Context: an optimization exercise on an open-source flow, tuned for small area. The choices shown serve that exercise and are no tape-out recipe.
The RTL was checked by simulation tests, not by an equivalence proof against the original design.

## run a
==> flow/design.v (excerpt) <==
module fft8_top (
  input  logic         clk,
  input  logic [127:0] x_flat,
  input  logic [191:0] w_flat,
  output logic [127:0] y_flat
);
  logic [127:0] f0_x, f1_x, f2_x;    
  logic [63:0]  f0_a, f1_a, f2_a;    
  logic [127:0] b0_y, b1_y, b2_y;    
  logic [127:0] r1x, r3x, r5x;
  logic [63:0]  r1a, r3a, r5a;
  logic [127:0] r2, r4, r6;
  fft_stage_front #(1) sf0 (.x_N(x_flat), .w_N(w_flat[  0 +: 64]), .xs_N(f0_x), .a_N(f0_a));
  fft_stage_back  #(1) sb0 (.xs_N(r1x), .a_N(r1a), .y_N(b0_y));
  fft_stage_front #(2) sf1 (.x_N(r2),     .w_N(w_flat[ 64 +: 64]), .xs_N(f1_x), .a_N(f1_a));
  fft_stage_back  #(2) sb1 (.xs_N(r3x), .a_N(r3a), .y_N(b1_y));
  fft_stage_front #(3) sf2 (.x_N(r4),     .w_N(w_flat[128 +: 64]), .xs_N(f2_x), .a_N(f2_a));
  fft_stage_back  #(3) sb2 (.xs_N(r5x), .a_N(r5a), .y_N(b2_y));
  always_ff @(posedge clk) begin
    r1x <= f0_x;
    r1a <= f0_a;
    r2  <= b0_y;
    r3x <= f1_x;
    r3a <= f1_a;
    r4  <= b1_y;
    r5x <= f2_x;
    r5a <= f2_a;
    r6  <= b2_y;
  end
  assign y_flat = r6;
endmodule
==> flow/config.mk <==
export PLATFORM = sky130hd
export DESIGN_NAME = fft8_top
export DESIGN_NICKNAME = fft8_top
export VERILOG_FILES = /design/flow/design.v
export SDC_FILE = /design/flow/constraint.sdc
export NUM_CORES = 4
export LEC_CHECK = 0
export ABC_AREA = 0
export CAP_MARGIN = 20
export CORE_MARGIN = 2
export CORE_UTILIZATION = 60
export PLACE_DENSITY = 0.7
export SLEW_MARGIN = 20
export SYNTH_HIERARCHICAL = 1
export SYNTH_MINIMUM_KEEP_SIZE = 0
==> flow/constraint.sdc <==
create_clock -name core_clock -period 10.0 [get_ports {clk}]
set_input_delay 2.0000 -clock core_clock [delete_from_list [all_inputs] [get_ports {clk}]]
set_output_delay 2.0000 -clock core_clock [all_outputs]
set_load 0.01 [all_outputs]
standard.sh (not shown) runs the stock make flow with config.mk's settings and CLKGATE_MAP_FILE= SYNTH_SCRIPT=/design/flow/synth_recipe.tcl, a recipe that flattens the netlist after the stock synthesis.
==> flow/flow/run.sh <==
#!/bin/bash
# Own layout flow: the standard flow (standard.sh, with its synthesis unchanged), with
# the port buffers made of the smallest buffer cell (buf_1) and clock tree synthesis
# without dummy loads, and non-critical gates downsized (RECOVER_POWER) after global routing.  Each tool's output goes to a log file of its own in this folder.
set -euo pipefail
bash standard.sh synth > synth.log 2>&1
export BUFFER_PORTS_ARGS="-buffer_cell sky130_fd_sc_hd__buf_1"
export CTS_ARGS="-sink_clustering_enable -repair_clock_nets -dont_use_dummy_load -buf_list {sky130_fd_sc_hd__clkbuf_4 sky130_fd_sc_hd__clkbuf_8}"
export RECOVER_POWER=100
bash standard.sh finish > layout.log 2>&1
Run a completed end to end; final checks failed (antenna rules, capacitance limit, slew limit).
Setup changes, run a to run b
==> flow/flow/run.sh <==
#!/bin/bash
# Own layout flow: the standard flow (standard.sh, with its synthesis unchanged), with
# the port buffers made of the smallest buffer cell (buf_1) and clock tree synthesis
# without dummy loads.  Each tool's output goes to a log file of its own in this folder.
set -euo pipefail
bash standard.sh synth > synth.log 2>&1
export BUFFER_PORTS_ARGS="-buffer_cell sky130_fd_sc_hd__buf_1"
export CTS_ARGS="-sink_clustering_enable -repair_clock_nets -dont_use_dummy_load -buf_list {sky130_fd_sc_hd__clkbuf_4 sky130_fd_sc_hd__clkbuf_8}"
bash standard.sh finish > layout.log 2>&1
--- outcome ---
- The clock tree cell share of total cell area was comparable across run a and run b.
- Taking run a as the reference, in run b slew at the pin closest to its max-slew limit fell 510 ps, worst setup slack after layout rose 340 ps, layout overhead on the synthesized area rose 1.3 points, non-clock buffer contribution to total cell area about even.
- Although run b finished all stages, its layout failed final checks on antenna rules.

* * *

Starting RTL as in the previous note.
clock: 10.0 ns
lec_check: 0
abc_area: 0
cap_margin: 20
core_margin: 2
core_utilization: 60
gpl_timing_driven: 0
place_density: 0.7
slew_margin: 20
synth_hierarchical: 1
synth_minimum_keep_size: 0
==> flow/flow/run.sh <==
#!/bin/bash
# Own layout flow: the standard flow (standard.sh, with its synthesis unchanged) with
# - the port buffers made of the smallest buffer cell (buf_1),
# - clock tree synthesis without dummy loads.
# If the routed layout still has an antenna violation, the layout (not the synthesis) is
# made again with a slightly different placement density.
# Each tool's output goes to a log file of its own in this folder.
set -uo pipefail
bash standard.sh synth > synth.log 2>&1 || exit 1
export BUFFER_PORTS_ARGS="-buffer_cell sky130_fd_sc_hd__buf_1"
export REMOVE_ABC_BUFFERS=1
export CTS_ARGS="-sink_clustering_enable -repair_clock_nets -dont_use_dummy_load -buf_list {sky130_fd_sc_hd__clkbuf_4 sky130_fd_sc_hd__clkbuf_8}"
RES=orfs/results/${FLOW_PLATFORM}/fft8_top/base
for addon in "" 0.12 0.2; do
  tag=${addon:-0}
  if [[ -n "$addon" ]]; then
    export PLACE_DENSITY_LB_ADDON=$addon
    # keep the synthesis, redo everything from the floorplan on
    find "$RES" -maxdepth 1 -type f ! -name '1_*' -delete
    rm -f out/final.def
  fi
  bash standard.sh finish > layout_$tag.log 2>&1 || continue
  printf 'read_db %s\nputs "ANTENNAS [check_antennas]"\n' "$RES/6_final.odb" > ant_$tag.tcl
  openroad -no_init -exit ant_$tag.tcl > antenna_$tag.log 2>&1
  if grep -q "^ANTENNAS 0$" antenna_$tag.log; then exit 0; fi
done
exit 0
Then changed:
--- a/flow/flow/run.sh
+++ b/flow/flow/run.sh
@@ -3,2 +3,3 @@
 # - the port buffers made of the smallest buffer cell (buf_1),
+# - the standard timing-driven placement (it removes the buffers ABC inserted),
 # - clock tree synthesis without dummy loads.
@@ -10,3 +11,2 @@
 export BUFFER_PORTS_ARGS="-buffer_cell sky130_fd_sc_hd__buf_1"
-export REMOVE_ABC_BUFFERS=1
 export CTS_ARGS="-sink_clustering_enable -repair_clock_nets -dont_use_dummy_load -buf_list {sky130_fd_sc_hd__clkbuf_4 sky130_fd_sc_hd__clkbuf_8}"
Settings changed: GPL_TIMING_DRIVEN 0 to not set.
=>
- The new run passed the timing, DRC and antenna checks
- synthesized cell count stays the same
- register-to-register slack gains 330 ps
- flip-flop and latch count is unchanged
- global-route usage went down by 0.18 points

==> afterwards: timing with drivers on the ports <==
How much do the figures lean on ideal ports? The routed layouts below were timed once more, with nothing changed but the port constraints. Step 1 sets driving cells, clkbuf_16 on the clock port and buf_2 on the other inputs (assumed; they add their load-dependent delay and slew). Step 2 times the ports against the registers' clock, not the clock port: input delays grow and output delays shrink by t, the midpoint of the rising clock arrivals with the driver on. Three values: ideal ports, drivers, drivers and shift; two values: the first two.
| run | t, ns | slack for setup (ns) | worst hold slack (ns) | worst setup path at the end | worst data-port slew with drivers (ns) |
|---|---|---|---|---|---|
| run a | 0.971 | 0.689 / 0.744 / -0.226 | 0.345 / 0.345 / 0.345 | input to register | 0.23 |
| run b | 0.972 | 1.029 / 1.092 / 0.121 | 0.347 / 0.347 / 0.347 | input to register | 0.23 |
| the first run of note 2 | 0.970 | 0.228 / 0.291 / -0.679 | 0.322 / 0.322 / 0.322 | input to register | 0.21 |
| the second run of note 2 | 0.988 | 1.081 / 1.117 / 0.128 | 0.346 / 0.346 / 0.346 | input to register | 0.20 |
The setup slack of the second run of note 2, which loses most, moves by +0.036 ns with the drivers and by -0.953 ns with both steps.
